From an optimization exercise on the open Yosys and OpenROAD flow, aimed at small area, a short achievable clock period and few clock cycles; shortcuts taken in it are not production practice.
Where RTL was checked, it was by simulation tests only, not by an equivalence proof against the original.
Only the layout flow was run in run 5; the RTL was not checked for function there.
Power is estimated from default activity; no workload was simulated.

### flow/run.sh
#!/bin/bash
set -euo pipefail
bash standard.sh synth > synth.log 2>&1
bash standard.sh SETUP_SLACK_MARGIN=15.5 TNS_END_PERCENT=100 \
    BUFFER_PORTS_ARGS="-buffer_cell sky130_fd_sc_hd__buf_1"  finish > layout.log 2>&1
### standard.sh
#!/bin/bash
# synth_recipe.tcl (not shown) runs the flow's synth.tcl, then flattens the netlist and writes it again
# the make line also repeats each setting of config.mk as NAME=value (left out here)
make -C /OpenROAD-flow-scripts/flow DESIGN_CONFIG=/design/flow/config.mk WORK_HOME=/design/flow/orfs CLKGATE_MAP_FILE= SYNTH_SCRIPT=/design/flow/synth_recipe.tcl "${@:-finish}"
### config.mk
export PLATFORM = sky130hd
export DESIGN_NAME = knn_top
export DESIGN_NICKNAME = knn_top
export VERILOG_FILES = /design/flow/design.v
export SDC_FILE = /design/flow/constraint.sdc
export NUM_CORES = 4
export LEC_CHECK = 0
export CAP_MARGIN = 20
export CORE_MARGIN = 2
export CORE_UTILIZATION = 75
export SLEW_MARGIN = 20
### constraint.sdc
create_clock -name core_clock -period 21.0 [get_ports {clk}]
set_input_delay 4.2000 -clock core_clock [delete_from_list [all_inputs] [get_ports {clk}]]
set_output_delay 4.2000 -clock core_clock [all_outputs]
set_load 0.01 [all_outputs]
### design.v
`timescale 1ns / 1ps
module knn_distance_cal (
    input             clk,
    input             rst_n,
    input      [63:0] train_data,
    input             train_label,
    input             sample_valid,
    input      [63:0] test_data,
    output     [7:0]  distance_o,
    output            label_o,
    output            valid_o
    );
    function [8:0] addnot(input [7:0] a, input [7:0] b);
        reg [7:0] g, t, G, T;
        integer i, j, k;
        begin
            g = a & ~b;
            t = a | ~b;
            G = g;
            T = t;
            for (k = 0; k < 3; k = k + 1)
                for (i = 0; i < 8; i = i + 1)
                    if (i & (1 << k)) begin
                        j = ((i >> k) << k) - 1;
                        G[i] = G[i] | (T[i] & G[j]);
                        T[i] = T[i] & T[j];
                    end
            addnot[0] = ~(a[0] ^ b[0]);
            for (i = 1; i < 8; i = i + 1)
                addnot[i] = ~(a[i] ^ b[i]) ^ G[i-1];
            addnot[8] = G[7];
        end
    endfunction
    reg  [71:0] s_q;                   
    reg         label_q;
    reg         valid_q;
    reg  [71:0] s_d;
    integer f;
    always @(*)
        for (f = 0; f < 8; f = f + 1)
            s_d[f*9 +: 9] = addnot(train_data[f*8 +: 8], test_data[f*8 +: 8]);
    always @(posedge clk) begin
        s_q     <= s_d;
        label_q <= train_label;
        if (!rst_n) valid_q <= 1'b0;
        else        valid_q <= sample_valid;
    end
    function gt9(input [8:0] a, input [8:0] b);
        integer j;
        reg r;
        begin
            r = 1'b0;
            for (j = 0; j < 9; j = j + 1)
                r = (a[j] & ~b[j]) | ((a[j] | ~b[j]) & r);
            gt9 = r;
        end
    endfunction
    function [8:0] max2(input [8:0] a, input [8:0] b);
        max2 = gt9(a, b) ? a : b;
    endfunction
    function [8:0] key(input [8:0] cs);
        key = {cs[7:0] ^ {8{~cs[8]}}, cs[8]};
    endfunction
    wire [8:0] k0   = max2(key(s_q[ 8: 0]), key(s_q[17: 9]));
    wire [8:0] k1   = max2(key(s_q[26:18]), key(s_q[35:27]));
    wire [8:0] k2   = max2(key(s_q[44:36]), key(s_q[53:45]));
    wire [8:0] k3   = max2(key(s_q[62:54]), key(s_q[71:63]));
    wire [8:0] k01  = max2(k0, k1);
    wire [8:0] k23  = max2(k2, k3);
    wire [7:0] d01  = k01[8:1] + k01[0];
    wire [7:0] d23  = k23[8:1] + k23[0];
    wire [7:0] cheb = gt9(k01, k23) ? d01 : d23;
    reg [7:0] cheb_q;
    reg       label_q2;
    reg       valid_q2;
    always @(posedge clk) begin
        cheb_q   <= cheb;
        label_q2 <= label_q;
        if (!rst_n) valid_q2 <= 1'b0;
        else        valid_q2 <= valid_q;
    end
    assign distance_o = cheb_q;
    assign label_o    = label_q2;
    assign valid_o    = valid_q2;
endmodule
`timescale 1ns / 1ps
module knn_distance_comporator #(
    parameter K = 5
    )
    (
    input             clk,
    input             rst_n,
    input      [7:0]  distance_i,
    input             label_i,
    input             valid_i,         
    input             clear_i,         
    input             show_i,          
    output reg        valid_o,
    output reg        label_o
    );
    reg [8*K-1:0] ndist;               
    reg [K-1:0]   lab;
    reg [8*K-1:0] ndist_d;
    reg [K-1:0]   lab_d;
    reg [K-1:0]   lt;                  
    reg [K-1:0]   take_prev, take_new, keep;
    wire          clr = ~rst_n | clear_i;
    function lt8(input [7:0] a, input [7:0] b);
        integer j;
        reg r;
        begin
            r = 1'b0;
            for (j = 0; j < 8; j = j + 1)
                r = (~a[j] & b[j]) | ((~a[j] | b[j]) & r);
            lt8 = r;
        end
    endfunction
    function [7:0] top_dist(input integer i);
        top_dist = ~ndist[8*i +: 8];
    endfunction
    integer i;
    always @(*) begin
        for (i = 0; i < K; i = i + 1)
            lt[i] = valid_i & lt8(distance_i, top_dist(i));
        for (i = 0; i < K; i = i + 1) begin
            take_prev[i] = ~clr & (i > 0 ? lt[i > 0 ? i-1 : 0] : 1'b0);
            take_new[i]  = ~clr & lt[i] & (i > 0 ? ~lt[i > 0 ? i-1 : 0] : 1'b1);
            keep[i]      = ~clr & ~lt[i];
        end
        for (i = 0; i < K; i = i + 1) begin
            ndist_d[8*i +: 8] = ({8{take_prev[i]}} & (i > 0 ? ndist[8*(i > 0 ? i-1 : 0) +: 8] : 8'h00))
                              | ({8{take_new[i]}}  & ~distance_i)
                              | ({8{keep[i]}}      & ndist[8*i +: 8]);
            lab_d[i] = (take_prev[i] & (i > 0 ? lab[i > 0 ? i-1 : 0] : 1'b0))
                     | (take_new[i]  & label_i)
                     | (keep[i]      & lab[i]);
        end
    end
    reg [2:0] sum4;
    reg       last;
    always @(*) begin
        sum4 = 3'd0;
        for (i = 0; i < K-1; i = i + 1)
            sum4 = sum4 + lab[i];
        last = lt[K-1] ? label_i : lab[K-1];
    end
    wire vote = (sum4 > (K/2)) | ((sum4 == (K/2)) & last);
    always @(posedge clk) begin
        ndist <= ndist_d;
        lab   <= lab_d;
        if (!rst_n) begin
            valid_o <= 1'b0;
            label_o <= 1'b0;
        end else begin
            valid_o <= show_i;
            label_o <= show_i & vote;
        end
    end
endmodule
`timescale 1ns / 1ps
module knn_top #(
    parameter DATA_WIDTH = 8,
    parameter FEATURES   = 8,
    parameter K          = 5
    )(
    input                           clk                 ,
    input                           rst_n               ,
    input [DATA_WIDTH*FEATURES-1:0] train_data          ,
    input                           train_label         ,
    input                           data_valid          ,
    input                           training_done       ,
    input [DATA_WIDTH*FEATURES-1:0] test_data           ,
    output                          predicted_valid_o   ,
    output                          predicted_label_o
    );
    wire [7:0] distance;
    wire       label;
    wire       dvalid;
    reg td1;
    always @(posedge clk) begin
        if (!rst_n) td1 <= 1'b0;
        else        td1 <= training_done;
    end
    knn_distance_cal knn_distance_cal_inst (
        .clk          (clk                          ),
        .rst_n        (rst_n                        ),
        .train_data   (train_data                   ),
        .train_label  (train_label                  ),
        .sample_valid (data_valid & ~training_done  ),
        .test_data    (test_data                    ),
        .distance_o   (distance                     ),
        .label_o      (label                        ),
        .valid_o      (dvalid                       )
    );
    knn_distance_comporator #(
        .K (K)
    ) knn_distance_comparator_inst (
        .clk        (clk                                ),
        .rst_n      (rst_n                              ),
        .distance_i (distance                           ),
        .label_i    (label                              ),
        .valid_i    (dvalid                             ),
        .clear_i    (predicted_valid_o & ~training_done ),
        .show_i     (training_done & td1                ),
        .valid_o    (predicted_valid_o                  ),
        .label_o    (predicted_label_o                  )
    );
endmodule
==> impl_metrics.xml, run 1 <==
<?xml version="1.0" encoding="UTF-8"?>
<metrics>
  <group name="timing">
    <metric name="hold_violations" unit="">0</metric>
    <metric name="setup_repair_after_global_routing_missed_its_margin" unit="">true</metric>
    <metric name="clock_skew" unit="ps">9.13</metric>
    <metric name="drv_slew" unit="">0</metric>
    <metric name="whs" unit="ps">342</metric>
    <metric name="setup_total_negative_slack" unit="ps">0</metric>
    <metric name="setup-violations-final" unit="">0</metric>
    <metric name="worst-slew-pin-transition" unit="ps">797</metric>
    <metric name="fin_ws" unit="ps">15190</metric>
    <metric name="fmax" unit="GHz">0.172</metric>
    <metric name="timing.final.crit_period" unit="ps">5810</metric>
    <metric name="timing.final.crit_share" unit="">0.277</metric>
    <metric name="worst_slew_margin_rel" unit="">0.468</metric>
  </group>
  <group name="worst_setup_path">
    <metric name="worst-endpoint-required" unit="ps">21300</metric>
    <metric name="timing.critical_path.to_type" unit="">flop</metric>
    <metric name="timing.setup.critical_path_class" unit="">in -&gt; reg</metric>
    <metric name="start_kind" unit="">input pin</metric>
    <metric name="timing.critical_path.fanout_max" unit="">2</metric>
    <metric name="cp.arrival" unit="ps">6110</metric>
  </group>
  <group name="placed_design">
    <metric name="gp_routability_congestion" unit="">0.829</metric>
    <metric name="port-buffer-count" unit="">134</metric>
    <metric name="place_hpwl" unit="um">15800</metric>
    <metric name="dpl_worst_slack" unit="ps">14890</metric>
  </group>
  <group name="synth">
    <metric name="synth_async_sr_flop_share" unit="">0</metric>
    <metric name="post_synth.cell_area_avg" unit="um^2">8.53</metric>
    <metric name="ys_seq_elements" unit="">132</metric>
    <metric name="synth_top_flop_cell" unit="">dfxtp_1</metric>
    <metric name="syn-instance-count" unit="">1190</metric>
    <metric name="synth_edf_count" unit="">0</metric>
    <metric name="yosysSeqAreaShare" unit="">0.260</metric>
    <metric name="synth.lib_cells_used.distinct" unit="">75</metric>
    <metric name="synth.net_count" unit="">1459</metric>
    <metric name="synth-warning-count" unit="">3</metric>
    <metric name="post_synth_instance_area" unit="um^2">10200</metric>
  </group>
  <group name="power_and_ir_drop">
    <metric name="seq_power_share" unit="">0.234</metric>
    <metric name="cellLeakagePower" unit="nW">5.39</metric>
    <metric name="sw_frac_of_total" unit="">0.429</metric>
    <metric name="power.share.combinational" unit="">0.581</metric>
    <metric name="power.net_switching" unit="mW">0.657</metric>
    <metric name="p_per_area" unit="nW/um^2">129</metric>
    <metric name="max-vdd-ir-drop" unit="V">0.000113</metric>
    <metric name="share_clk_of_total_power" unit="">0.185</metric>
    <metric name="intPower" unit="mW">0.875</metric>
  </group>
  <group name="drt">
    <metric name="remaining_antenna_violation_count" unit="">0</metric>
    <metric name="detailed_route_wl" unit="um">29500</metric>
    <metric name="drt_first_iter_violations" unit="">1250</metric>
    <metric name="detail_route.vias_per_cell" unit="">6.20</metric>
    <metric name="routed_wire_length_per_instance" unit="um">19.5</metric>
    <metric name="overall_via_count_from_detail_route" unit="">9372</metric>
    <metric name="drc" unit="">0</metric>
    <metric name="detailedRoute.firstPassIterationCount" unit="">8</metric>
  </group>
  <group name="clocking">
    <metric name="clkLatencyLatePin" unit="ps">430</metric>
    <metric name="cts_max_path_buffers" unit="">2</metric>
    <metric name="tritoncts" unit="">built</metric>
    <metric name="tritoncts_num_sinks" unit="">132</metric>
    <metric name="ctsHtreeMaxLevel" unit="">4</metric>
    <metric name="cts_inserted_buffers" unit="">17</metric>
    <metric name="cts_root_buffer" unit="">clkbuf_16</metric>
    <metric name="clk_pin_slew_worst_paths" unit="ps">60</metric>
    <metric name="postCtsHoldBufs" unit="">0</metric>
  </group>
  <group name="run_status">
    <metric name="result_of_the_run" unit="">timing/DRC/antenna clean</metric>
  </group>
  <group name="floorplanning">
    <metric name="die_height" unit="um">120</metric>
    <metric name="design.portCount" unit="">135</metric>
    <metric name="floorplan.rows" unit="">42</metric>
    <metric name="design.die.area" unit="um^2">14500</metric>
    <metric name="start_util" unit="">0.767</metric>
    <metric name="die-width" unit="um">120</metric>
    <metric name="coreArea" unit="um^2">13200</metric>
  </group>
  <group name="global_routing">
    <metric name="antenna_violations_before_repair" unit="">0</metric>
    <metric name="first_global_vias" unit="">8684</metric>
    <metric name="grt-ovfl-total" unit="">0</metric>
    <metric name="globalRouteTotalUtil" unit="">0.336</metric>
    <metric name="grt_start_max_net_pins" unit="">46</metric>
    <metric name="first_pass_grt_wire_length" unit="um">39500</metric>
  </group>
  <group name="layout">
    <metric name="num-fill-cells" unit="">566</metric>
    <metric name="most_common_cell_after_layout_fill_and_taps_aside" unit="">inv_1</metric>
    <metric name="final_layout_size_suffix_gt1_frac" unit="">0.130</metric>
    <metric name="num-nets-final" unit="">1594</metric>
    <metric name="mostFrequentLayoutCells" unit="">inv_1 (160), nor2_1 (142), dfxtp_1 (126)</metric>
    <metric name="diodes" unit="">0</metric>
    <metric name="area_added_between_synthesis_and_finish" unit="%">17.3</metric>
  </group>
  <group name="hold_path">
    <metric name="timing.hold.worst.class" unit="">reg -&gt; reg</metric>
  </group>
  <group name="job">
    <metric name="drv_cap" unit="">0</metric>
  </group>
</metrics>
-- routing by layer --
metal	track usage	routed length (um)
met5	0	0
met4	0.158	1810
met3	0.0571	1970
met2	0.606	14500
met1	0.386	11200
-- layout make-up --
type / count / area, um^2 / share of cell area
Inverter: 171 / 702 / 0.0590
Timing Repair Buffer: 160 / 853 / 0.0717
Tap cell: 176 / 220 / 0.0185
Sequential cell: 132 / 2650 / 0.223
Multi-Input combinational cell: 843 / 6930 / 0.582
Clock inverter: 4 / 47.5 / 0.00399
Clock buffer: 25 / 505 / 0.0425
-- worst max-delay path, stage by stage --
cell and delay [ps]:
buf_1 140, inv_1 110, fa_2 400, a21oi_2 150, nor2_1 50, nor2_1 130, nor2_1 60, nor2_1 100
nor2_1 70, nor2_1 210, nor2_1 100, nor2_1 230, o21bai_1 140
-- registers in the layout, indices dropped and copies added (netlist names) --
signal                                count
knn_distance_cal_inst.cheb_q              8
knn_distance_cal_inst.label_q             1
knn_distance_cal_inst.label_q2            1
knn_distance_cal_inst.s_q                72
knn_distance_cal_inst.valid_q             1
knn_distance_cal_inst.valid_q2            1
knn_distance_comparator_inst.lab          5
knn_distance_comparator_inst.label_o      1
knn_distance_comparator_inst.ndist       40
knn_distance_comparator_inst.valid_o      1
td1                                       1
-- through the flow --
stage               cell area (um^2)   util  power (mW)  std cells
global route                   11900  0.899        1.61       1511
detailed placement             10900  0.822        1.15       1457
finish                         11900  0.899        1.53       1511
CTS                            11600  0.875        1.44       1499
floorplan                      10400      -        1.00       1190
global placement               10900  0.822        1.12       1457
-- Yosys cell counts, types with 6 or more instances --
cell        n  area share
dfxtp_1   132        0.26
inv_1     171       0.063
nand2_1    50       0.018
nor2_1    169       0.062
a21oi_1    40       0.020
o22ai_1    15      0.0092
o21bai_1    9      0.0067
ha_1      111        0.14
o21ai_0    21       0.010
mux2i_1    37       0.036
nor2b_1    15      0.0092
buf_4       9      0.0067
a31oi_1     9      0.0055
clkbuf_1   26      0.0096
o31ai_1    12      0.0089
buf_2       8      0.0039
nand2b_1   12      0.0074
nand3_1    11      0.0054
a22oi_1     8      0.0059
xor2_1     47       0.041
fa_1       25       0.049
o211ai_1    6      0.0044
maj3_1     25       0.025
nor3_1      9      0.0044
and2_1      8      0.0049
a221oi_1   34       0.029
o221ai_1    7      0.0060
xnor2_1    75       0.065
-- kinds of logic (layout without fill, tap and decap cells) --
family	Yosys count	count (layout)	synth area share
simple gates	298	298	0.132
buf+inv	215	360	0.0845
flops	132	132	0.260
xor+xnor	122	122	0.105
mux	46	46	0.0492
compound gates	213	213	0.155
fa+ha+maj	164	164	0.214
-- final timing paths --
check                                start                              end  slack, ps  depth (start not counted)
min reg2reg  knn_distance_cal_inst.label_q   knn_distance_cal_inst.label_q2        340                          0
max                          test_data[33]    knn_distance_cal_inst.s_q[44]      15190                         13
max reg2reg  knn_distance_cal_inst.s_q[62]  knn_distance_cal_inst.cheb_q[0]      15680                         17
min          knn_distance_cal_inst.label_q   knn_distance_cal_inst.label_q2        340                          0
-- repair_timing --
item,in CTS,in global routing
gates cloned,0,0
setup buffers,13,12
endpoints found under the hold margin,0,0
setup endpoints to repair,24,34
pin swaps,23,46
resized for setup,24,73
-- power by group through the flow --
stage / clock network [mW] / registers (mW) / logic [mW]
2_1_floorplan: 0 / 0.319 / 0.685
3_3_place_gp: 0 / 0.356 / 0.764
3_5_place_dp: 0 / 0.358 / 0.791
4_1_cts: 0.281 / 0.353 / 0.808
5_1_grt: 0.293 / 0.362 / 0.954
6_report: 0.284 / 0.358 / 0.890
Testbench counts, summed over its fixed seeds: cycles 49,352.
==> run 2, diff against run 1 <==
==> flow/run.sh (replaced) <==
#!/bin/bash
set -euo pipefail
bash standard.sh synth > synth.log 2>&1
bash standard.sh SETUP_SLACK_MARGIN=15.5 TNS_END_PERCENT=10 \
    BUFFER_PORTS_ARGS="-buffer_cell sky130_fd_sc_hd__buf_1"  finish > layout.log 2>&1
--- a/config.mk
+++ b/config.mk
@@ -8,4 +8,7 @@
 export CAP_MARGIN = 20
 export CORE_MARGIN = 2
 export CORE_UTILIZATION = 75
+export CTS_BUF_LIST = sky130_fd_sc_hd__clkbuf_4
+export CTS_CLUSTER_DIAMETER = 80
+export CTS_CLUSTER_SIZE = 40
 export SLEW_MARGIN = 20
==> run 2 against run 1 <==
  * Flip-flop and latch count stayed put
  * Sequential share of layout area is 1.7 points higher
  * Critical path depth is 1 higher
  * Clock skew is 12 ps higher
  * Highest routed layer unchanged
==> impl_metrics.xml, run 2 <==
<?xml version="1.0" encoding="UTF-8"?>
<metrics>
  <group name="run_status">
    <metric name="result_of_the_run" unit="">timing/DRC/antenna clean</metric>
  </group>
  <group name="hold_path">
    <metric name="count_of_cells_along_the_worst_hold_path" unit="">0</metric>
    <metric name="timing.hold.worst.class" unit="">reg -&gt; reg</metric>
  </group>
  <group name="timing">
    <metric name="fmax" unit="GHz">0.183</metric>
    <metric name="clock_skew" unit="ps">21.6</metric>
    <metric name="setup_repair_after_global_routing_missed_its_margin" unit="">true</metric>
    <metric name="hold_violations" unit="">0</metric>
    <metric name="worst-slew-pin-transition" unit="ps">771</metric>
    <metric name="setup-violations-final" unit="">0</metric>
    <metric name="timing.final.crit_share" unit="">0.260</metric>
    <metric name="timing.final.crit_period" unit="ps">5460</metric>
    <metric name="worst_slew_margin_rel" unit="">0.485</metric>
    <metric name="setup_total_negative_slack" unit="ps">0</metric>
    <metric name="drv_slew" unit="">0</metric>
  </group>
  <group name="global_routing">
    <metric name="first_global_vias" unit="">7975</metric>
    <metric name="antenna_violations_before_repair" unit="">1</metric>
    <metric name="grt-ovfl-total" unit="">0</metric>
    <metric name="grt_start_max_net_pins" unit="">46</metric>
    <metric name="first_pass_grt_wire_length" unit="um">34200</metric>
    <metric name="globalRouteTotalUtil" unit="">0.287</metric>
  </group>
  <group name="synth">
    <metric name="synth-warning-count" unit="">3</metric>
    <metric name="synth_async_sr_flop_share" unit="">0</metric>
    <metric name="yosysTopAreaCellShare" unit="">0.260</metric>
    <metric name="ys_top_cells_by_area" unit="">dfxtp_1 (26%), ha_1 (14%), xnor2_1 (6.5%)</metric>
    <metric name="post_synth.cell_area_avg" unit="um^2">8.53</metric>
    <metric name="synth_top_cells_by_count" unit="">inv_1 (171), nor2_1 (169), dfxtp_1 (132)</metric>
    <metric name="yosysSeqAreaShare" unit="">0.260</metric>
    <metric name="synth.net_count" unit="">1459</metric>
    <metric name="synth.lib_cells_used.distinct" unit="">75</metric>
    <metric name="syn-instance-count" unit="">1190</metric>
    <metric name="largest_area_contributor_in_the_netlist" unit="">dfxtp_1</metric>
    <metric name="synth_top_flop_cell" unit="">dfxtp_1</metric>
    <metric name="post_synth_instance_area" unit="um^2">10200</metric>
    <metric name="ys_seq_elements" unit="">132</metric>
    <metric name="yosys.cell_count.top_type" unit="">inv_1</metric>
    <metric name="synth_edf_count" unit="">0</metric>
  </group>
  <group name="layout">
    <metric name="area_added_between_synthesis_and_finish" unit="%">8.96</metric>
    <metric name="postLayoutCoreUtil" unit="">0.835</metric>
    <metric name="final_layout_size_suffix_gt1_frac" unit="">0.0677</metric>
    <metric name="regMostFlops" unit="">knn_distance_cal_inst.s_q</metric>
    <metric name="num-fill-cells" unit="">831</metric>
    <metric name="multiInputGateArea" unit="um^2">6720</metric>
    <metric name="num-nets-final" unit="">1571</metric>
    <metric name="seqCellArea" unit="um^2">2650</metric>
    <metric name="most_common_cell_after_layout_fill_and_taps_aside" unit="">inv_1</metric>
    <metric name="mostFrequentLayoutCells" unit="">inv_1 (171), nor2_1 (153), buf_1 (134)</metric>
    <metric name="largest_registers_ranked_by_flip_flop_count" unit="">knn_distance_cal_inst.s_q x72, knn_distance_comparator_inst.ndist x40, knn_distance_cal_inst.cheb_q x8</metric>
    <metric name="largest_reg_flops" unit="">72</metric>
  </group>
  <group name="floorplanning">
    <metric name="die-width" unit="um">120</metric>
    <metric name="design.die.area" unit="um^2">14500</metric>
    <metric name="start_util" unit="">0.767</metric>
    <metric name="die_height" unit="um">120</metric>
    <metric name="floorplan.rows" unit="">42</metric>
    <metric name="coreArea" unit="um^2">13200</metric>
    <metric name="design.portCount" unit="">135</metric>
  </group>
  <group name="worst_setup_path">
    <metric name="cp.arrival" unit="ps">5930</metric>
    <metric name="timing.critical_path.to_type" unit="">flop</metric>
    <metric name="r2r.worst_path.cells" unit="">16</metric>
    <metric name="timing.critical_path.fanout_max" unit="">2</metric>
    <metric name="start_kind" unit="">input pin</metric>
    <metric name="worst-endpoint-required" unit="ps">21470</metric>
    <metric name="timing.setup.critical_path_class" unit="">in -&gt; reg</metric>
  </group>
  <group name="power_and_ir_drop">
    <metric name="cellLeakagePower" unit="nW">5.06</metric>
    <metric name="p_per_area" unit="nW/um^2">122</metric>
    <metric name="p_total" unit="mW">1.35</metric>
    <metric name="max-vdd-ir-drop" unit="V">0.0000889</metric>
  </group>
  <group name="drt">
    <metric name="detail_route.vias_per_cell" unit="">5.59</metric>
    <metric name="detailedRoute.firstPassIterationCount" unit="">7</metric>
    <metric name="drt_first_iter_violations" unit="">413</metric>
    <metric name="remaining_antenna_violation_count" unit="">0</metric>
    <metric name="detailed_route_wl" unit="um">20300</metric>
    <metric name="routed_wire_length_per_instance" unit="um">13.6</metric>
    <metric name="overall_via_count_from_detail_route" unit="">8337</metric>
    <metric name="drc" unit="">0</metric>
  </group>
  <group name="clocking">
    <metric name="clk_pin_slew_worst_paths" unit="ps">110</metric>
    <metric name="cts_root_buffer" unit="">clkbuf_4</metric>
    <metric name="postCtsHoldBufs" unit="">0</metric>
    <metric name="cts_max_path_buffers" unit="">2</metric>
    <metric name="cts_inserted_buffers" unit="">17</metric>
    <metric name="clkLatencyLatePin" unit="ps">550</metric>
    <metric name="ctsHtreeMaxLevel" unit="">4</metric>
    <metric name="tritoncts_num_sinks" unit="">132</metric>
    <metric name="tritoncts" unit="">built</metric>
  </group>
  <group name="placed_design">
    <metric name="port-buffer-count" unit="">134</metric>
    <metric name="place_hpwl" unit="um">15400</metric>
    <metric name="gp_routability_congestion" unit="">0.883</metric>
  </group>
  <group name="job">
    <metric name="drv_cap" unit="">0</metric>
  </group>
</metrics>
run 2: metrics by stage:
step	hold WS, ps	cells	setup slack [ps]	area, um^2
finish	358	1491	15540	11100
floorplan	310	1190	15260	10200
global placement	316	1457	15050	10700
detailed placement	313	1457	14880	10700
CTS	354	1488	15450	11000
global route	360	1491	15430	11100
run 2: logic make-up after synthesis:
kind of cell | synth area share
buffers and inverters | 0.0845
and+or+nand+nor | 0.132
DFF | 0.260
AOI/OAI and AO/OA | 0.155
muxes | 0.0492
xor gates and xnor gates | 0.105
adders and majority gates | 0.214
run 2: routing by layer:
layer  part of all wire  vias to the layer above  wire [um]  track usage
met5                  0                        -          0            0
li1                   -                     4186          -            -
met3              0.042                       44        863       0.0604
met4              0.021                        0        433        0.108
met1               0.43                     3892       8660        0.333
met2               0.51                      215      10400        0.520
run 2: what timing repair did:
item | 4_1_cts | 5_1_grt
endpoints found under the hold margin | 0 | 0
setup endpoints to repair | 14 | 24
setup buffers | 0 | 2
pin swaps | 0 | 8
resized for setup | 4 | 24
run 2: layout make-up:
type                       count  area share
clock buffer                  19      0.0129
antenna                        1    0.000226
sequential                   132       0.240
multi-input combinational    843       0.607
timing repair buffer         137      0.0475
tap                          176      0.0199
clock inverter                12      0.0147
inverter                     171      0.0580
run 2: final timing paths:
path | startpoint | to | slack [ps]
setup / recovery | test_data[24] | knn_distance_cal_inst.s_q[34] | 15540
hold / removal | knn_distance_cal_inst.label_q | knn_distance_cal_inst.label_q2 | 360
hold reg to reg | knn_distance_cal_inst.label_q | knn_distance_cal_inst.label_q2 | 360
setup reg to reg | knn_distance_cal_inst.s_q[71] | knn_distance_cal_inst.cheb_q[1] | 15800
run 2: power breakdown:
part           switching (mW)  internal [mW]
registers              0.0604          0.293
logic                   0.443          0.364
clock network          0.0920         0.0947
total                   0.595          0.752
run 2: worst max-delay path, cell delays in order:
cell and delay (ps):
buf_1 70, inv_1 40, ha_1 180, fa_2 350, a21oi_1 140, nor2_1 60, nor2_1 160, nor2_1 70
nor2_1 90, nor2_1 50, nor2_1 170, nor2_1 80, nor2_2 130, xnor2_1 140
==> run 3, diff against run 2 <==
==> flow/run.sh (replaced) <==
#!/bin/bash
set -euo pipefail
bash standard.sh synth > synth.log 2>&1
bash standard.sh SETUP_SLACK_MARGIN=15.5 TNS_END_PERCENT=40 \
    BUFFER_PORTS_ARGS="-buffer_cell sky130_fd_sc_hd__buf_1"  finish > layout.log 2>&1
==> run 3 against run 2 <==
  * Utilization increased by 0.27 points
  * Sequential power is essentially flat
  * Critical path depth did not move
  * Routed wire length shrank 1.4%
  * Final area is 0.33% higher
  * Non-clock buffer count decreased by 2
  * Clock-buffer cell count decreased by 2
  * Worst hold slack worse by 8.2 ps
==> impl_metrics.xml, run 3 <==
<?xml version="1.0" encoding="UTF-8"?>
<metrics>
  <group name="layout">
    <metric name="layoutNonFillerInstCount" unit="">1489</metric>
    <metric name="postLayoutCoreUtil" unit="">0.838</metric>
    <metric name="most_common_cell_after_layout_fill_and_taps_aside" unit="">inv_1</metric>
    <metric name="area_added_between_synthesis_and_finish" unit="%">9.32</metric>
    <metric name="regMostFlops" unit="">knn_distance_cal_inst.s_q</metric>
    <metric name="seqCellArea" unit="um^2">2650</metric>
    <metric name="multiInputGateArea" unit="um^2">6750</metric>
    <metric name="mostFrequentLayoutCells" unit="">inv_1 (167), nor2_1 (164), buf_1 (132)</metric>
    <metric name="diodes" unit="">0</metric>
    <metric name="num-nets-final" unit="">1569</metric>
    <metric name="final_layout_size_suffix_gt1_frac" unit="">0.0701</metric>
    <metric name="fin_area" unit="um^2">11100</metric>
    <metric name="largest_registers_ranked_by_flip_flop_count" unit="">knn_distance_cal_inst.s_q x72, knn_distance_comparator_inst.ndist x40, knn_distance_cal_inst.cheb_q x8</metric>
    <metric name="largest_reg_flops" unit="">72</metric>
    <metric name="num-fill-cells" unit="">845</metric>
  </group>
  <group name="global_routing">
    <metric name="grt_start_max_net_pins" unit="">46</metric>
    <metric name="antenna_violations_before_repair" unit="">0</metric>
    <metric name="grt-ovfl-total" unit="">0</metric>
    <metric name="first_pass_grt_wire_length" unit="um">33400</metric>
    <metric name="globalRouteTotalUtil" unit="">0.280</metric>
    <metric name="first_global_vias" unit="">7810</metric>
  </group>
  <group name="clocking">
    <metric name="postCtsHoldBufs" unit="">0</metric>
    <metric name="cts_inserted_buffers" unit="">17</metric>
    <metric name="cts_root_buffer" unit="">clkbuf_4</metric>
    <metric name="tritoncts_num_sinks" unit="">132</metric>
    <metric name="tritoncts" unit="">built</metric>
    <metric name="clkLatencyLatePin" unit="ps">560</metric>
    <metric name="cts_max_path_buffers" unit="">2</metric>
    <metric name="clk_pin_slew_worst_paths" unit="ps">120</metric>
    <metric name="ctsHtreeMaxLevel" unit="">4</metric>
  </group>
  <group name="timing">
    <metric name="whs" unit="ps">350</metric>
    <metric name="setup_total_negative_slack" unit="ps">0</metric>
    <metric name="timing.final.crit_period" unit="ps">5470</metric>
    <metric name="clock_skew" unit="ps">16.5</metric>
    <metric name="fmax" unit="GHz">0.183</metric>
    <metric name="hold_violations" unit="">0</metric>
    <metric name="drv_slew" unit="">0</metric>
    <metric name="setup_repair_after_global_routing_missed_its_margin" unit="">true</metric>
    <metric name="fin_ws" unit="ps">15530</metric>
    <metric name="worst-slew-pin-transition" unit="ps">740</metric>
    <metric name="setup-violations-final" unit="">0</metric>
    <metric name="worst_slew_margin_rel" unit="">0.506</metric>
    <metric name="timing.final.crit_share" unit="">0.261</metric>
  </group>
  <group name="job">
    <metric name="drv_cap" unit="">0</metric>
  </group>
  <group name="synth">
    <metric name="synth.net_count" unit="">1459</metric>
    <metric name="largest_area_contributor_in_the_netlist" unit="">dfxtp_1</metric>
    <metric name="ys_top_cells_by_area" unit="">dfxtp_1 (26%), ha_1 (14%), xnor2_1 (6.5%)</metric>
    <metric name="post_synth.cell_area_avg" unit="um^2">8.53</metric>
    <metric name="yosysSeqAreaShare" unit="">0.260</metric>
    <metric name="yosysTopAreaCellShare" unit="">0.260</metric>
    <metric name="synth.lib_cells_used.distinct" unit="">75</metric>
    <metric name="synth_top_flop_cell" unit="">dfxtp_1</metric>
    <metric name="syn-instance-count" unit="">1190</metric>
    <metric name="post_synth_instance_area" unit="um^2">10200</metric>
    <metric name="synth_async_sr_flop_share" unit="">0</metric>
    <metric name="synth_top_cells_by_count" unit="">inv_1 (171), nor2_1 (169), dfxtp_1 (132)</metric>
    <metric name="yosys.cell_count.top_type" unit="">inv_1</metric>
    <metric name="ys_seq_elements" unit="">132</metric>
    <metric name="synth_edf_count" unit="">0</metric>
    <metric name="synth-warning-count" unit="">3</metric>
  </group>
  <group name="floorplanning">
    <metric name="coreArea" unit="um^2">13200</metric>
    <metric name="die-width" unit="um">120</metric>
    <metric name="start_util" unit="">0.767</metric>
    <metric name="floorplan.rows" unit="">42</metric>
    <metric name="design.portCount" unit="">135</metric>
    <metric name="die_height" unit="um">120</metric>
    <metric name="design.die.area" unit="um^2">14500</metric>
  </group>
  <group name="placed_design">
    <metric name="dpl_worst_slack" unit="ps">14930</metric>
    <metric name="place_hpwl" unit="um">15700</metric>
    <metric name="dp.cells" unit="">1457</metric>
    <metric name="gp_routability_congestion" unit="">0.848</metric>
    <metric name="port-buffer-count" unit="">134</metric>
    <metric name="post_dp_cell_area" unit="um^2">10800</metric>
  </group>
  <group name="worst_setup_path">
    <metric name="worst-endpoint-required" unit="ps">21490</metric>
    <metric name="start_kind" unit="">input pin</metric>
    <metric name="timing.setup.critical_path_class" unit="">in -&gt; reg</metric>
    <metric name="timing.critical_path.fanout_max" unit="">2</metric>
    <metric name="cp.arrival" unit="ps">5960</metric>
    <metric name="timing.critical_path.to_type" unit="">flop</metric>
  </group>
  <group name="drt">
    <metric name="overall_via_count_from_detail_route" unit="">8216</metric>
    <metric name="drc" unit="">0</metric>
    <metric name="drt_first_iter_violations" unit="">523</metric>
    <metric name="remaining_antenna_violation_count" unit="">0</metric>
    <metric name="detailed_route_wl" unit="um">20100</metric>
    <metric name="detailedRoute.firstPassIterationCount" unit="">5</metric>
    <metric name="routed_wire_length_per_instance" unit="um">13.5</metric>
    <metric name="detail_route.vias_per_cell" unit="">5.52</metric>
  </group>
  <group name="power_and_ir_drop">
    <metric name="max-vdd-ir-drop" unit="V">0.000101</metric>
    <metric name="p_total" unit="mW">1.33</metric>
    <metric name="cellLeakagePower" unit="nW">5.05</metric>
    <metric name="p_per_area" unit="nW/um^2">120</metric>
  </group>
  <group name="run_status">
    <metric name="result_of_the_run" unit="">timing/DRC/antenna clean</metric>
  </group>
  <group name="hold_path">
    <metric name="timing.hold.worst.class" unit="">reg -&gt; reg</metric>
  </group>
</metrics>
[run 3: cell families after synthesis]
| family | synth area share |
|---|---|
| muxes | 0.0492 |
| AOI/OAI and AO/OA | 0.155 |
| buffers and inverters | 0.0845 |
| DFF | 0.260 |
| adders and majority gates | 0.214 |
| xor gates and xnor gates | 0.105 |
| and+or+nand+nor | 0.132 |
[run 3: final cells by class]
| type | instances | share of cell area |
|---|---|---|
| Tap cell | 176 | 0.0198 |
| Sequential cell | 132 | 0.239 |
| Multi-Input combinational cell | 843 | 0.608 |
| Timing Repair Buffer | 135 | 0.0462 |
| Clock buffer | 17 | 0.0115 |
| Clock inverter | 15 | 0.0149 |
| Inverter | 171 | 0.0605 |
[run 3: power breakdown]
group | leakage [nW] | switching (mW) | internal (mW)
Combinational | 3.80 | 0.435 | 0.362
Clock | 0.158 | 0.0957 | 0.0811
Sequential | 1.10 | 0.0602 | 0.293
[run 3: timing repair]
action                                  CTS  global route
buffers inserted                          0             0
gates resized for setup                   3            12
endpoints found under the setup margin    8            22
[run 3: per-layer routing]
layer  up-vias  global-route usage  part of all wire
met4         0              0.0879             0.013
met1      3784               0.335              0.43
met5         -                   0                 0
met2       218               0.505              0.51
li1       4185                   -                 -
met3        29              0.0552             0.050
[run 3: final timing paths]
check	start	slack (ps)	end	depth (start not counted)
worst max-delay path	test_data[24]	15530	knn_distance_cal_inst.s_q[34]	14
worst min-delay path	knn_distance_cal_inst.label_q	350	knn_distance_cal_inst.label_q2	0
worst min register to register	knn_distance_cal_inst.label_q	350	knn_distance_cal_inst.label_q2	0
worst max register to register	knn_distance_cal_inst.s_q[8]	15820	knn_distance_cal_inst.cheb_q[0]	16
[run 3: critical path, stage by stage]
cell     delay [ps]
buf_1           200
inv_8            40
ha_4            150
fa_2            350
a21oi_2         130
nor2_1           60
nor2_1          150
nor2_1           60
nor2_1           80
nor2_1           40
nor2_1          140
nor2_1           60
nor2_1          170
xnor2_1         140
==> run 4, diff against run 3 <==
==> flow/run.sh (replaced) <==
#!/bin/bash
# Standard ORFS layout, with two changes to how it is made (the SDC, the clock
# period and the standard synthesis are the standard flow's, unchanged):
#  - port buffers are sky130_fd_sc_hd__buf_1 instead of the delay buffer that
#    buffer_ports picks by default;
#  - timing repair aims for extra setup slack (SETUP_SLACK_MARGIN), so that the
#    achieved period, not just the 21 ns clock, is what repair works on.
set -euo pipefail
bash standard.sh synth > synth.log 2>&1
bash standard.sh SETUP_SLACK_MARGIN=0 TNS_END_PERCENT=100 \
    BUFFER_PORTS_ARGS="-buffer_cell sky130_fd_sc_hd__buf_1"  finish > layout.log 2>&1
--- a/config.mk
+++ b/config.mk
@@ -7,8 +7,8 @@
 export LEC_CHECK = 0
 export CAP_MARGIN = 20
 export CORE_MARGIN = 2
-export CORE_UTILIZATION = 75
-export CTS_BUF_LIST = sky130_fd_sc_hd__clkbuf_4
+export CORE_UTILIZATION = 65
+export CTS_BUF_LIST = sky130_fd_sc_hd__clkbuf_8
 export CTS_CLUSTER_DIAMETER = 80
 export CTS_CLUSTER_SIZE = 40
 export SLEW_MARGIN = 20
==> run 4 against run 3 <==
  * Register-to-register slack got worse by 630 ps
  * Still clean
  * Critical path depth up 2
  * Synthesized cell count unchanged
  * Sequential power barely moved
  * Routed wire length decreased by 7.8%
  * Clock power grew 2%
  * Utilization fell by 11 points
  * Clock skew fell by 1.2 ps
  * Cell count grew 2.3%
  * Maximum frequency decreased by 5.8%
==> impl_metrics.xml, run 4 <==
<?xml version="1.0" encoding="UTF-8"?>
<metrics>
  <group name="floorplanning">
    <metric name="coreArea" unit="um^2">15300</metric>
    <metric name="start_util" unit="">0.665</metric>
    <metric name="design.die.area" unit="um^2">16600</metric>
    <metric name="die_height" unit="um">129</metric>
    <metric name="floorplan.rows" unit="">45</metric>
    <metric name="design.portCount" unit="">135</metric>
    <metric name="die-width" unit="um">129</metric>
  </group>
  <group name="placed_design">
    <metric name="dp.cells" unit="">1492</metric>
    <metric name="post_dp_cell_area" unit="um^2">10700</metric>
    <metric name="place_hpwl" unit="um">14700</metric>
    <metric name="port-buffer-count" unit="">134</metric>
    <metric name="gp_routability_congestion" unit="">0.846</metric>
  </group>
  <group name="layout">
    <metric name="most_common_cell_after_layout_fill_and_taps_aside" unit="">inv_1</metric>
    <metric name="regMostFlops" unit="">knn_distance_cal_inst.s_q</metric>
    <metric name="area_added_between_synthesis_and_finish" unit="%">8.78</metric>
    <metric name="mostFrequentLayoutCells" unit="">inv_1 (178), nor2_1 (169), buf_1 (134)</metric>
    <metric name="final_layout_size_suffix_gt1_frac" unit="">0.0412</metric>
    <metric name="num-nets-final" unit="">1569</metric>
    <metric name="fin_area" unit="um^2">11000</metric>
    <metric name="largest_registers_ranked_by_flip_flop_count" unit="">knn_distance_cal_inst.s_q x72, knn_distance_comparator_inst.ndist x40, knn_distance_cal_inst.cheb_q x8</metric>
    <metric name="diodes" unit="">0</metric>
    <metric name="largest_reg_flops" unit="">72</metric>
    <metric name="layoutNonFillerInstCount" unit="">1523</metric>
  </group>
  <group name="worst_setup_path">
    <metric name="cp.arrival" unit="ps">6130</metric>
    <metric name="r2r.worst_path.cells" unit="">16</metric>
    <metric name="worst-endpoint-required" unit="ps">21320</metric>
    <metric name="rr_endpoint" unit="">knn_distance_cal_inst.cheb_q[0]</metric>
    <metric name="worstReg2RegStart" unit="">knn_distance_cal_inst.s_q[8]</metric>
    <metric name="start_kind" unit="">flop</metric>
    <metric name="timing.setup.critical_path_class" unit="">reg -&gt; reg</metric>
    <metric name="timing.critical_path.to_type" unit="">flop</metric>
    <metric name="register_to_register_setup_slack" unit="ps">15190</metric>
    <metric name="timing.critical_path.fanout_max" unit="">19</metric>
  </group>
  <group name="synth">
    <metric name="post_synth_instance_area" unit="um^2">10200</metric>
    <metric name="synth-warning-count" unit="">3</metric>
    <metric name="yosys.cell_count.top_type" unit="">inv_1</metric>
    <metric name="synth.lib_cells_used.distinct" unit="">75</metric>
    <metric name="synth_async_sr_flop_share" unit="">0</metric>
    <metric name="syn-instance-count" unit="">1190</metric>
    <metric name="yosysSeqAreaShare" unit="">0.260</metric>
    <metric name="largest_area_contributor_in_the_netlist" unit="">dfxtp_1</metric>
    <metric name="ys_top_cells_by_area" unit="">dfxtp_1 (26%), ha_1 (14%), xnor2_1 (6.5%)</metric>
    <metric name="synth_top_cells_by_count" unit="">inv_1 (171), nor2_1 (169), dfxtp_1 (132)</metric>
    <metric name="post_synth.cell_area_avg" unit="um^2">8.53</metric>
    <metric name="yosysTopAreaCellShare" unit="">0.260</metric>
    <metric name="synth_edf_count" unit="">0</metric>
    <metric name="synth.net_count" unit="">1459</metric>
    <metric name="ys_seq_elements" unit="">132</metric>
    <metric name="synth_top_flop_cell" unit="">dfxtp_1</metric>
  </group>
  <group name="clocking">
    <metric name="postCtsSetupBuffers" unit="">0</metric>
    <metric name="cts_inserted_buffers" unit="">17</metric>
    <metric name="clkLatencyLatePin" unit="ps">450</metric>
    <metric name="cts_max_path_buffers" unit="">2</metric>
    <metric name="ctsHtreeMaxLevel" unit="">4</metric>
    <metric name="postCtsHoldBufs" unit="">0</metric>
    <metric name="cts_root_buffer" unit="">clkbuf_8</metric>
    <metric name="clk_pin_slew_worst_paths" unit="ps">70</metric>
    <metric name="cts_resized" unit="">0</metric>
    <metric name="tritoncts_num_sinks" unit="">132</metric>
    <metric name="tritoncts" unit="">built</metric>
  </group>
  <group name="drt">
    <metric name="remaining_antenna_violation_count" unit="">0</metric>
    <metric name="detailedRoute.firstPassIterationCount" unit="">6</metric>
    <metric name="detailed_route_wl" unit="um">18500</metric>
    <metric name="drc" unit="">0</metric>
    <metric name="overall_via_count_from_detail_route" unit="">8059</metric>
    <metric name="detail_route.vias_per_cell" unit="">5.29</metric>
    <metric name="routed_wire_length_per_instance" unit="um">12.2</metric>
    <metric name="drt_first_iter_violations" unit="">469</metric>
  </group>
  <group name="power_and_ir_drop">
    <metric name="cellLeakagePower" unit="nW">5.08</metric>
    <metric name="p_per_area" unit="nW/um^2">118</metric>
    <metric name="power.share.combinational" unit="">0.593</metric>
    <metric name="intPower" unit="mW">0.743</metric>
    <metric name="seq_power_share" unit="">0.269</metric>
    <metric name="share_clk_of_total_power" unit="">0.138</metric>
    <metric name="max-vdd-ir-drop" unit="V">0.0000950</metric>
    <metric name="power.net_switching" unit="mW">0.565</metric>
    <metric name="sw_frac_of_total" unit="">0.432</metric>
  </group>
  <group name="timing">
    <metric name="setup-violations-final" unit="">0</metric>
    <metric name="worst_slew_margin_rel" unit="">0.470</metric>
    <metric name="timing.final.crit_period" unit="ps">5810</metric>
    <metric name="hold_violations" unit="">0</metric>
    <metric name="worst-slew-pin-transition" unit="ps">793</metric>
    <metric name="setup_repair_after_global_routing_missed_its_margin" unit="">false</metric>
    <metric name="drv_slew" unit="">0</metric>
    <metric name="fmax" unit="GHz">0.172</metric>
    <metric name="clock_skew" unit="ps">15.3</metric>
    <metric name="timing.final.crit_share" unit="">0.277</metric>
    <metric name="setup_total_negative_slack" unit="ps">0</metric>
  </group>
  <group name="global_routing">
    <metric name="first_pass_grt_wire_length" unit="um">31200</metric>
    <metric name="first_global_vias" unit="">7347</metric>
    <metric name="antenna_violations_before_repair" unit="">0</metric>
    <metric name="grt-ovfl-total" unit="">0</metric>
    <metric name="globalRouteTotalUtil" unit="">0.229</metric>
    <metric name="grt_start_max_net_pins" unit="">46</metric>
  </group>
  <group name="hold_path">
    <metric name="timing.hold.worst.class" unit="">reg -&gt; reg</metric>
    <metric name="count_of_cells_along_the_worst_hold_path" unit="">0</metric>
    <metric name="hold_path.startpoint" unit="">knn_distance_cal_inst.label_q</metric>
    <metric name="timing.hold.worst_endpoint" unit="">knn_distance_cal_inst.label_q2</metric>
  </group>
  <group name="job">
    <metric name="drv_cap" unit="">0</metric>
  </group>
  <group name="run_status">
    <metric name="result_of_the_run" unit="">timing/DRC/antenna clean</metric>
  </group>
</metrics>
[run 4: cell counts after synthesis]
Identical to the previous run, type by type.
[run 4: stage by stage]
step                      worst slack, ps  power [mW]  hold slack, ps  utilization
after floorplan                     15260        1.00             310            -
after global placement              15070        1.12             338        0.702
after detailed placement            14960        1.13             323        0.702
after CTS                           15170        1.32             346        0.724
after global routing                14750        1.42             351        0.724
final                               15190        1.31             337        0.724
[run 4: final cells by class]
cell class	count	area, um^2
Clock inverter	13	81.3
Timing Repair Buffer	135	510
Sequential cell	132	2640
Clock buffer	18	248
Fill cell	1256	4220
Tap cell	211	264
Inverter	171	642
Multi-Input combinational cell	843	6660
[run 4: layer usage]
metal | track usage | vias up | share of wire
li1 | - | 4185 | -
met1 | 0.283 | 3692 | 0.46
met2 | 0.403 | 167 | 0.49
met3 | 0.0557 | 15 | 0.045
met4 | 0.0550 | 0 | 0.0072
met5 | 0 | - | 0
[run 4: worst max-delay path by stage]
stage / startpoint / end / depth (start not counted) / slack (ps)
after global routing: knn_distance_cal_inst.s_q[8] / knn_distance_cal_inst.cheb_q[1] / 16 / 14750
after global placement: test_data[56] / knn_distance_cal_inst.s_q[70] / 14 / 15070
after CTS: knn_distance_cal_inst.s_q[8] / knn_distance_cal_inst.cheb_q[0] / 16 / 15170
after floorplan: test_data[8] / knn_distance_cal_inst.s_q[16] / 13 / 15260
final: knn_distance_cal_inst.s_q[8] / knn_distance_cal_inst.cheb_q[0] / 16 / 15190
after detailed placement: test_data[56] / knn_distance_cal_inst.s_q[70] / 14 / 14960
[run 4: cells by family after synthesis]
group,Yosys count,share of synthesized area
AND/OR/NAND/NOR,298,0.132
buffers and inverters,215,0.0845
flip-flops,132,0.260
multiplexers,46,0.0492
AO/OA/AOI/OAI,213,0.155
XOR/XNOR,122,0.105
adder cells (fa/ha/maj),164,0.214
[run 4: power groups by stage]
| stage | clock network [mW] | logic, mW | registers, mW |
|---|---|---|---|
| 4_1_cts | 0.185 | 0.780 | 0.352 |
| 6_report | 0.181 | 0.775 | 0.352 |
| 3_5_place_dp | 0 | 0.777 | 0.357 |
| 3_3_place_gp | 0 | 0.763 | 0.356 |
| 5_1_grt | 0.197 | 0.862 | 0.360 |
| 2_1_floorplan | 0 | 0.682 | 0.319 |
[run 4: critical path, stage by stage, from the launching register on]
cell and delay [ps]:
dfxtp_1 830, xnor2_1 210, a222oi_1 390, o21ai_0 140, a21o_1 190, o21bai_1 640
mux2i_1 470, a222oi_1 170, o21ai_1 120, a21oi_1 110, o21ai_1 520, mux2i_1 380
o2111ai_1 180, a31oi_1 330, nor4b_4 90, a211oi_4 550, mux2_4 350
==> run 5, diff against run 4 <==
--- a/design.v
+++ b/design.v
@@ -27,7 +27,7 @@
                     end
             addnot[0] = ~(a[0] ^ b[0]);
             for (i = 1; i < 8; i = i + 1)
-                addnot[i] = ~(a[i] ^ b[i]) ^ G[i-1];
+                addnot[i] = a[i] ^ ~(b[i] ^ G[i-1]);
             addnot[8] = G[7];
         end
     endfunction
==> run 5 against run 4 <==
  * Still clean
  * Final area rose by 0.22%
  * Sequential power barely moved
  * Clock-buffer cell count did not move
  * Flip-flop and latch count did not move
  * Sequential share of layout area fell by 0.051 points
  * Global-route usage rose by 2.9 points
  * Synthesized area barely moved
  * Clock power rose by about 30%
  * Critical path type is now in -> reg
  * Critical endpoint is now knn_distance_cal_inst.s_q[71]
  * Largest power group unchanged
==> impl_metrics.xml, run 5 <==
<?xml version="1.0" encoding="UTF-8"?>
<metrics>
  <group name="power_and_ir_drop">
    <metric name="max-vdd-ir-drop" unit="V">0.000108</metric>
    <metric name="sw_frac_of_total" unit="">0.460</metric>
    <metric name="intPower" unit="mW">0.881</metric>
    <metric name="cellLeakagePower" unit="nW">4.35</metric>
    <metric name="seq_power_share" unit="">0.217</metric>
    <metric name="share_clk_of_total_power" unit="">0.145</metric>
    <metric name="power.net_switching" unit="mW">0.750</metric>
    <metric name="p_per_area" unit="nW/um^2">147</metric>
    <metric name="power.share.combinational" unit="">0.639</metric>
  </group>
  <group name="placed_design">
    <metric name="post_dp_cell_area" unit="um^2">10600</metric>
    <metric name="gp_routability_congestion" unit="">0.897</metric>
    <metric name="place_hpwl" unit="um">16000</metric>
    <metric name="dpl_worst_slack" unit="ps">14320</metric>
    <metric name="port-buffer-count" unit="">134</metric>
  </group>
  <group name="layout">
    <metric name="multiInputGateArea" unit="um^2">6820</metric>
    <metric name="final_layout_size_suffix_gt1_frac" unit="">0.0652</metric>
    <metric name="largest_reg_flops" unit="">72</metric>
    <metric name="mostFrequentLayoutCells" unit="">nor2_1 (150), buf_1 (134), dfxtp_1 (132)</metric>
    <metric name="regMostFlops" unit="">knn_distance_cal_inst.s_q</metric>
    <metric name="num-fill-cells" unit="">1235</metric>
    <metric name="seqCellArea" unit="um^2">2640</metric>
    <metric name="fin_area" unit="um^2">11100</metric>
    <metric name="largest_registers_ranked_by_flip_flop_count" unit="">knn_distance_cal_inst.s_q x72, knn_distance_comparator_inst.ndist x40, knn_distance_cal_inst.cheb_q x8</metric>
    <metric name="num-nets-final" unit="">1482</metric>
    <metric name="area_added_between_synthesis_and_finish" unit="%">8.93</metric>
    <metric name="diodes" unit="">0</metric>
    <metric name="most_common_cell_after_layout_fill_and_taps_aside" unit="">nor2_1</metric>
  </group>
  <group name="synth">
    <metric name="synth_async_sr_flop_share" unit="">0</metric>
    <metric name="synth_top_flop_cell" unit="">dfxtp_1</metric>
    <metric name="ys_top_cells_by_area" unit="">dfxtp_1 (26%), xnor2_1 (7.8%), nor2_1 (5.5%)</metric>
    <metric name="synth_edf_count" unit="">0</metric>
    <metric name="post_synth.cell_area_avg" unit="um^2">8.45</metric>
    <metric name="yosys.cell_count.top_type" unit="">nor2_1</metric>
    <metric name="yosysTopAreaCellShare" unit="">0.260</metric>
    <metric name="largest_area_contributor_in_the_netlist" unit="">dfxtp_1</metric>
    <metric name="yosysSeqAreaShare" unit="">0.260</metric>
    <metric name="synth.lib_cells_used.distinct" unit="">101</metric>
    <metric name="syn-instance-count" unit="">1203</metric>
    <metric name="ys_seq_elements" unit="">132</metric>
    <metric name="synth_top_cells_by_count" unit="">nor2_1 (150), dfxtp_1 (132), inv_1 (101)</metric>
    <metric name="synth-warning-count" unit="">3</metric>
    <metric name="post_synth_instance_area" unit="um^2">10200</metric>
    <metric name="synth.net_count" unit="">1376</metric>
  </group>
  <group name="floorplanning">
    <metric name="floorplan.rows" unit="">45</metric>
    <metric name="design.portCount" unit="">135</metric>
    <metric name="design.die.area" unit="um^2">16600</metric>
    <metric name="start_util" unit="">0.666</metric>
    <metric name="die-width" unit="um">129</metric>
    <metric name="coreArea" unit="um^2">15300</metric>
    <metric name="die_height" unit="um">129</metric>
  </group>
  <group name="clocking">
    <metric name="tritoncts_num_sinks" unit="">132</metric>
    <metric name="cts_resized" unit="">0</metric>
    <metric name="tritoncts" unit="">built</metric>
    <metric name="cts_inserted_buffers" unit="">17</metric>
    <metric name="clkLatencyLatePin" unit="ps">460</metric>
    <metric name="cts_root_buffer" unit="">clkbuf_8</metric>
    <metric name="postCtsSetupBuffers" unit="">0</metric>
    <metric name="ctsHtreeMaxLevel" unit="">4</metric>
    <metric name="postCtsHoldBufs" unit="">0</metric>
    <metric name="clk_pin_slew_worst_paths" unit="ps">80</metric>
    <metric name="cts_max_path_buffers" unit="">2</metric>
  </group>
  <group name="timing">
    <metric name="fin_ws" unit="ps">14790</metric>
    <metric name="whs" unit="ps">335</metric>
    <metric name="fmax" unit="GHz">0.161</metric>
    <metric name="timing.final.crit_period" unit="ps">6210</metric>
    <metric name="setup_repair_after_global_routing_missed_its_margin" unit="">false</metric>
    <metric name="hold_violations" unit="">0</metric>
    <metric name="worst_slew_margin_rel" unit="">0.279</metric>
    <metric name="drv_slew" unit="">0</metric>
    <metric name="worst-slew-pin-transition" unit="ps">1080</metric>
    <metric name="setup_total_negative_slack" unit="ps">0</metric>
    <metric name="timing.final.crit_share" unit="">0.296</metric>
    <metric name="clock_skew" unit="ps">11.6</metric>
    <metric name="setup-violations-final" unit="">0</metric>
  </group>
  <group name="worst_setup_path">
    <metric name="critPathSlowestCell" unit="">maj3_1</metric>
    <metric name="critical-path-max-stage-delay" unit="ps">420</metric>
    <metric name="timing.critical_path.to_type" unit="">flop</metric>
    <metric name="cp.arrival" unit="ps">6620</metric>
    <metric name="worst-endpoint-required" unit="ps">21410</metric>
    <metric name="cp_cell_sequence" unit="">buf_1 -&gt; inv_1 -&gt; ha_1 -&gt; fa_1 -&gt; inv_1 -&gt; maj3_1 -&gt; maj3_1 -&gt; nor2_1 -&gt; nor2_1 -&gt; a221o_1 -&gt; o21ai_0 -&gt; nor2_1 -&gt; o21ai_0 -&gt; maj3_1</metric>
    <metric name="worstReg2RegStart" unit="">knn_distance_cal_inst.s_q[35]</metric>
    <metric name="timing.critical_path.fanout_max" unit="">3</metric>
    <metric name="timing.critical_path.from" unit="">test_data[56]</metric>
    <metric name="start_kind" unit="">input pin</metric>
    <metric name="timing.setup.critical_path_class" unit="">in -&gt; reg</metric>
  </group>
  <group name="hold_path">
    <metric name="hold_path.startpoint" unit="">knn_distance_cal_inst.label_q</metric>
    <metric name="timing.hold.worst.class" unit="">reg -&gt; reg</metric>
  </group>
  <group name="drt">
    <metric name="overall_via_count_from_detail_route" unit="">8809</metric>
    <metric name="routed_wire_length_per_instance" unit="um">13.8</metric>
    <metric name="detailedRoute.firstPassIterationCount" unit="">5</metric>
    <metric name="detailed_route_wl" unit="um">21200</metric>
    <metric name="drc" unit="">0</metric>
    <metric name="remaining_antenna_violation_count" unit="">0</metric>
    <metric name="drt_first_iter_violations" unit="">681</metric>
    <metric name="detail_route.vias_per_cell" unit="">5.75</metric>
  </group>
  <group name="run_status">
    <metric name="result_of_the_run" unit="">timing/DRC/antenna clean</metric>
  </group>
  <group name="global_routing">
    <metric name="first_global_vias" unit="">7938</metric>
    <metric name="globalRouteTotalUtil" unit="">0.258</metric>
    <metric name="antenna_violations_before_repair" unit="">0</metric>
    <metric name="grt-ovfl-total" unit="">0</metric>
    <metric name="grt_start_max_net_pins" unit="">46</metric>
    <metric name="first_pass_grt_wire_length" unit="um">35500</metric>
  </group>
  <group name="job">
    <metric name="drv_cap" unit="">0</metric>
  </group>
</metrics>
run 5: cell count changes after synthesis, sizes merged, moves of 16 or more:
cell / delta
ha: -96
inv: -68
o21ai: +34
maj3: +25
nand2: +20
nor2: -20
mux2i: -19
xnor2: +19
o211ai: +16
run 5: logic make-up after synthesis:
kind of cell / synth area share
AO/OA/AOI/OAI: 0.232
adder cells (fa/ha/maj): 0.120
XOR/XNOR: 0.136
flip-flops: 0.260
AND/OR/NAND/NOR: 0.154
multiplexers: 0.0296
buffers and inverters: 0.0688
run 5: power groups by stage:
stage	clock [mW]	sequential (mW)	combinational [mW]
6_report	0.236	0.353	1.04
3_3_place_gp	0	0.357	1.01
3_5_place_dp	0	0.359	1.03
5_1_grt	0.250	0.361	1.15
2_1_floorplan	0	0.321	0.906
4_1_cts	0.241	0.353	1.03
run 5: worst max-delay path, delay by kind of cell:
family / cells / cell delay, ps
compound gates: 3 / 710
fa+ha+maj: 5 / 1310
simple gates: 3 / 220
buf+inv: 3 / 170
run 5: final cells by class:
| class | count | area share |
|---|---|---|
| multi-input cells | 918 | 0.616 |
| clock inverters | 12 | 0.0162 |
| repair buffers | 137 | 0.0475 |
| flip-flops and latches | 132 | 0.239 |
| well taps | 211 | 0.0239 |
| clock buffers | 18 | 0.0224 |
| inverters | 103 | 0.0349 |
run 5: stage by stage:
stage          std cells  power [mW]  utilization
2_1_floorplan       1203        1.23            -
3_3_place_gp        1501        1.37        0.697
3_5_place_dp        1501        1.39        0.697
4_1_cts             1531        1.63        0.725
5_1_grt             1531        1.76        0.725
6_report            1531        1.63        0.725
run 5: final timing paths:
path	end	depth (start not counted)	slack [ps]
min	knn_distance_cal_inst.label_q2	0	340
min reg2reg	knn_distance_cal_inst.label_q2	0	340
max	knn_distance_cal_inst.s_q[71]	14	14790
max reg2reg	knn_distance_cal_inst.cheb_q[0]	16	15010
run 5: routing by layer:
layer,up-vias,routed length (um),track usage
met3,22,966,0.0541
met4,0,269,0.0691
li1,4482,-,-
met5,-,0,0
met1,4059,10000,0.345
met2,246,9910,0.425
==> run 6, diff against run 5 <==
--- a/design.v
+++ b/design.v
@@ -27,7 +27,7 @@
                     end
             addnot[0] = ~(a[0] ^ b[0]);
             for (i = 1; i < 8; i = i + 1)
-                addnot[i] = a[i] ^ ~(b[i] ^ G[i-1]);
+                addnot[i] = ~(a[i] ^ b[i]) ^ G[i-1];
             addnot[8] = G[7];
         end
     endfunction
--- a/flow/run.sh
+++ b/flow/run.sh
@@ -7,5 +7,5 @@
 #    achieved period, not just the 21 ns clock, is what repair works on.
 set -euo pipefail
 bash standard.sh synth > synth.log 2>&1
-bash standard.sh SETUP_SLACK_MARGIN=0 TNS_END_PERCENT=100 \
+bash standard.sh SETUP_SLACK_MARGIN=15.5 TNS_END_PERCENT=100 \
     BUFFER_PORTS_ARGS="-buffer_cell sky130_fd_sc_hd__buf_1"  finish > layout.log 2>&1
==> run 6 against run 5 <==
  * Still clean
  * Final area increased by 3.9%
  * Synthesized cell count fell by 1.1%
  * Clock-buffer cell count did not move
  * Maximum frequency up 14%
  * Synthesized area about the same
  * Power fell by 14%
  * Sequential power is essentially flat
  * Combinational power fell by about 20%
  * Die area about the same
  * Largest cell class unchanged
==> impl_metrics.xml, run 6 <==
<?xml version="1.0" encoding="UTF-8"?>
<metrics>
  <group name="synth">
    <metric name="synth.lib_cells_used.distinct" unit="">75</metric>
    <metric name="post_synth_instance_area" unit="um^2">10200</metric>
    <metric name="ys_seq_elements" unit="">132</metric>
    <metric name="yosysTopAreaCellShare" unit="">0.260</metric>
    <metric name="syn-instance-count" unit="">1190</metric>
    <metric name="synth_top_cells_by_count" unit="">inv_1 (171), nor2_1 (169), dfxtp_1 (132)</metric>
    <metric name="post_synth.cell_area_avg" unit="um^2">8.53</metric>
    <metric name="synth.net_count" unit="">1459</metric>
    <metric name="yosys.cell_count.top_type" unit="">inv_1</metric>
    <metric name="ys_top_cells_by_area" unit="">dfxtp_1 (26%), ha_1 (14%), xnor2_1 (6.5%)</metric>
    <metric name="synth_edf_count" unit="">0</metric>
    <metric name="synth_async_sr_flop_share" unit="">0</metric>
  </group>
  <group name="drt">
    <metric name="drt_first_iter_violations" unit="">445</metric>
    <metric name="detail_route.vias_per_cell" unit="">5.32</metric>
    <metric name="detailed_route_wl" unit="um">19100</metric>
    <metric name="detailedRoute.firstPassIterationCount" unit="">5</metric>
    <metric name="drc" unit="">0</metric>
    <metric name="routed_wire_length_per_instance" unit="um">12.5</metric>
  </group>
  <group name="power_and_ir_drop">
    <metric name="seq_power_share" unit="">0.252</metric>
    <metric name="intPower" unit="mW">0.800</metric>
    <metric name="p_per_area" unit="nW/um^2">122</metric>
    <metric name="share_clk_of_total_power" unit="">0.153</metric>
    <metric name="p_total" unit="mW">1.40</metric>
    <metric name="sw_frac_of_total" unit="">0.430</metric>
    <metric name="cellLeakagePower" unit="nW">5.16</metric>
  </group>
  <group name="global_routing">
    <metric name="grt_start_max_net_pins" unit="">46</metric>
    <metric name="antenna_violations_before_repair" unit="">0</metric>
    <metric name="first_pass_grt_wire_length" unit="um">32400</metric>
    <metric name="grt-ovfl-total" unit="">0</metric>
    <metric name="first_global_vias" unit="">7615</metric>
  </group>
  <group name="timing">
    <metric name="clock_skew" unit="ps">13.2</metric>
    <metric name="whs" unit="ps">335</metric>
    <metric name="worst_slew_margin_rel" unit="">0.483</metric>
    <metric name="setup_repair_after_global_routing_missed_its_margin" unit="">true</metric>
    <metric name="setup_total_negative_slack" unit="ps">0</metric>
    <metric name="timing.final.crit_share" unit="">0.259</metric>
    <metric name="worst-slew-pin-transition" unit="ps">775</metric>
    <metric name="hold_violations" unit="">0</metric>
    <metric name="drv_slew" unit="">0</metric>
    <metric name="fmax" unit="GHz">0.184</metric>
  </group>
  <group name="clocking">
    <metric name="clk_pin_slew_worst_paths" unit="ps">80</metric>
    <metric name="cts_inserted_buffers" unit="">17</metric>
    <metric name="clkLatencyLatePin" unit="ps">460</metric>
    <metric name="cts_max_path_buffers" unit="">2</metric>
    <metric name="tritoncts_num_sinks" unit="">132</metric>
    <metric name="ctsHtreeMaxLevel" unit="">4</metric>
    <metric name="postCtsHoldBufs" unit="">0</metric>
    <metric name="cts_root_buffer" unit="">clkbuf_8</metric>
    <metric name="tritoncts" unit="">built</metric>
  </group>
  <group name="layout">
    <metric name="largest_reg_flops" unit="">72</metric>
    <metric name="regMostFlops" unit="">knn_distance_cal_inst.s_q</metric>
    <metric name="num-nets-final" unit="">1579</metric>
    <metric name="area_added_between_synthesis_and_finish" unit="%">13.3</metric>
    <metric name="num-fill-cells" unit="">1177</metric>
    <metric name="largest_registers_ranked_by_flip_flop_count" unit="">knn_distance_cal_inst.s_q x72, knn_distance_comparator_inst.ndist x40, knn_distance_cal_inst.cheb_q x8</metric>
    <metric name="diodes" unit="">0</metric>
  </group>
  <group name="worst_setup_path">
    <metric name="timing.setup.critical_path_class" unit="">in -&gt; reg</metric>
    <metric name="start_kind" unit="">input pin</metric>
    <metric name="timing.critical_path.to_type" unit="">flop</metric>
    <metric name="worst-endpoint-required" unit="ps">21340</metric>
    <metric name="timing.critical_path.fanout_max" unit="">2</metric>
    <metric name="cp.arrival" unit="ps">5780</metric>
  </group>
  <group name="floorplanning">
    <metric name="die-width" unit="um">129</metric>
    <metric name="start_util" unit="">0.665</metric>
    <metric name="coreArea" unit="um^2">15300</metric>
    <metric name="design.die.area" unit="um^2">16600</metric>
  </group>
  <group name="job">
    <metric name="drv_cap" unit="">0</metric>
  </group>
  <group name="placed_design">
    <metric name="port-buffer-count" unit="">134</metric>
    <metric name="gp_routability_congestion" unit="">0.860</metric>
    <metric name="place_hpwl" unit="um">15000</metric>
  </group>
  <group name="run_status">
    <metric name="result_of_the_run" unit="">timing/DRC/antenna clean</metric>
  </group>
</metrics>
==> run 6: changes by cell type after synthesis, sizes merged, moves of 7 or more <==
cell / change
maj3: -25
o211ai: -16
xor2: -10
a221oi: -10
ha: +96
inv: +68
o21ai: -34
nor3: -13
mux2i: +19
nand3: -11
xnor2: -19
o21bai: +7
nor2: +20
nand2: -20
==> run 6: kinds of logic (layout without fill, tap and decap cells) <==
group                    count (synthesis)  count (layout)  share of synthesized area
adder cells (fa/ha/maj)                164             164                      0.214
multiplexers                            46              46                     0.0492
buffers and inverters                  215             348                     0.0845
AND/OR/NAND/NOR                        298             298                      0.132
flip-flops                             132             132                      0.260
XOR/XNOR                               122             122                      0.105
AO/OA/AOI/OAI                          213             213                      0.155
==> run 6: path summary, 6_finish.rpt <==
kind / startpoint / slack [ps] / endpoint / depth (start not counted)
max: test_data[32] / 15560 / knn_distance_cal_inst.s_q[44] / 14
min: knn_distance_cal_inst.label_q / 340 / knn_distance_cal_inst.label_q2 / 0
max reg2reg: knn_distance_cal_inst.s_q[71] / 15870 / knn_distance_cal_inst.cheb_q[0] / 17
min reg2reg: knn_distance_cal_inst.label_q / 340 / knn_distance_cal_inst.label_q2 / 0
==> run 6: area by class of cell <==
type | count | area (um^2) | share of cell area
Timing Repair Buffer | 145 | 618 | 0.0537
Clock inverter | 14 | 153 | 0.0133
Clock buffer | 18 | 248 | 0.0215
Multi-Input combinational cell | 843 | 6870 | 0.597
Tap cell | 211 | 264 | 0.0230
Inverter | 171 | 702 | 0.0610
Sequential cell | 132 | 2650 | 0.230
==> run 6: metal layers <==
| metal | share of wire | global-route usage | wire [um] | vias up |
|---|---|---|---|---|
| li1 | - | - | - | 4202 |
| met4 | 0.011 | 0.0786 | 210 | 0 |
| met5 | 0 | 0 | 0 | - |
| met1 | 0.46 | 0.296 | 8850 | 3771 |
| met3 | 0.043 | 0.0445 | 826 | 17 |
| met2 | 0.48 | 0.409 | 9230 | 170 |
==> run 6: power by group through the flow <==
stage / Combinational (mW) / Sequential [mW] / Clock (mW)
2_1_floorplan: 0.685 / 0.319 / 0
5_1_grt: 0.921 / 0.361 / 0.230
3_5_place_dp: 0.784 / 0.358 / 0
3_3_place_gp: 0.771 / 0.357 / 0
4_1_cts: 0.788 / 0.353 / 0.220
6_report: 0.835 / 0.353 / 0.214
==> run 6: timing repair <==
action	4_1_cts	5_1_grt
setup buffers	0	10
pin swaps	0	22
gates resized for setup	9	37
setup endpoints to repair	20	24
==> run 6: worst max-delay path, stage by stage <==
cell,delay [ps]
buf_2,130
inv_8,30
ha_4,150
fa_2,340
a21oi_2,140
nor2_1,70
nor2_2,110
nor2_1,50
nor2_1,90
nor2_1,60
nor2_2,120
nor2_1,50
nor2_1,160
o21bai_1,90
==> run 6: through the flow <==
step / setup slack (ps) / cell area (um^2)
after detailed placement: 14950 / 10900
after floorplan: 15350 / 10400
after CTS: 15510 / 11300
final: 15560 / 11500
after global placement: 15010 / 10900
after global routing: 15460 / 11500
Testbench counts of run 6, summed over its fixed seeds: cycles 49,352.

-- port drivers added, routing unchanged --
Ports are ideal in the flow. The routed layouts listed here were re-timed in OpenROAD. Step 1, drivers: a clkbuf_16 drives clk and a buf_2 each remaining input, both assumed. Step 2 times the ports against the registers' clock, not the clock port: input delays grow and output delays shrink by t, the midpoint of the rising clock arrivals with the driver on. Three values: no drivers, after step 1, after step 2; two values: the first two.
run	t (ns)	setup WS [ns]
run 1	0.470	15.188 / 15.169 / 14.699
run 2	0.580	15.539 / 15.549 / 14.969
run 3	0.582	15.528 / 15.530 / 14.948
run 4	0.474	15.193 / 15.193 / 14.933
run 5	0.499	14.786 / 14.806 / 14.307
run 6	0.490	15.561 / 15.573 / 15.083
After both steps setup and hold are still met in every run listed.
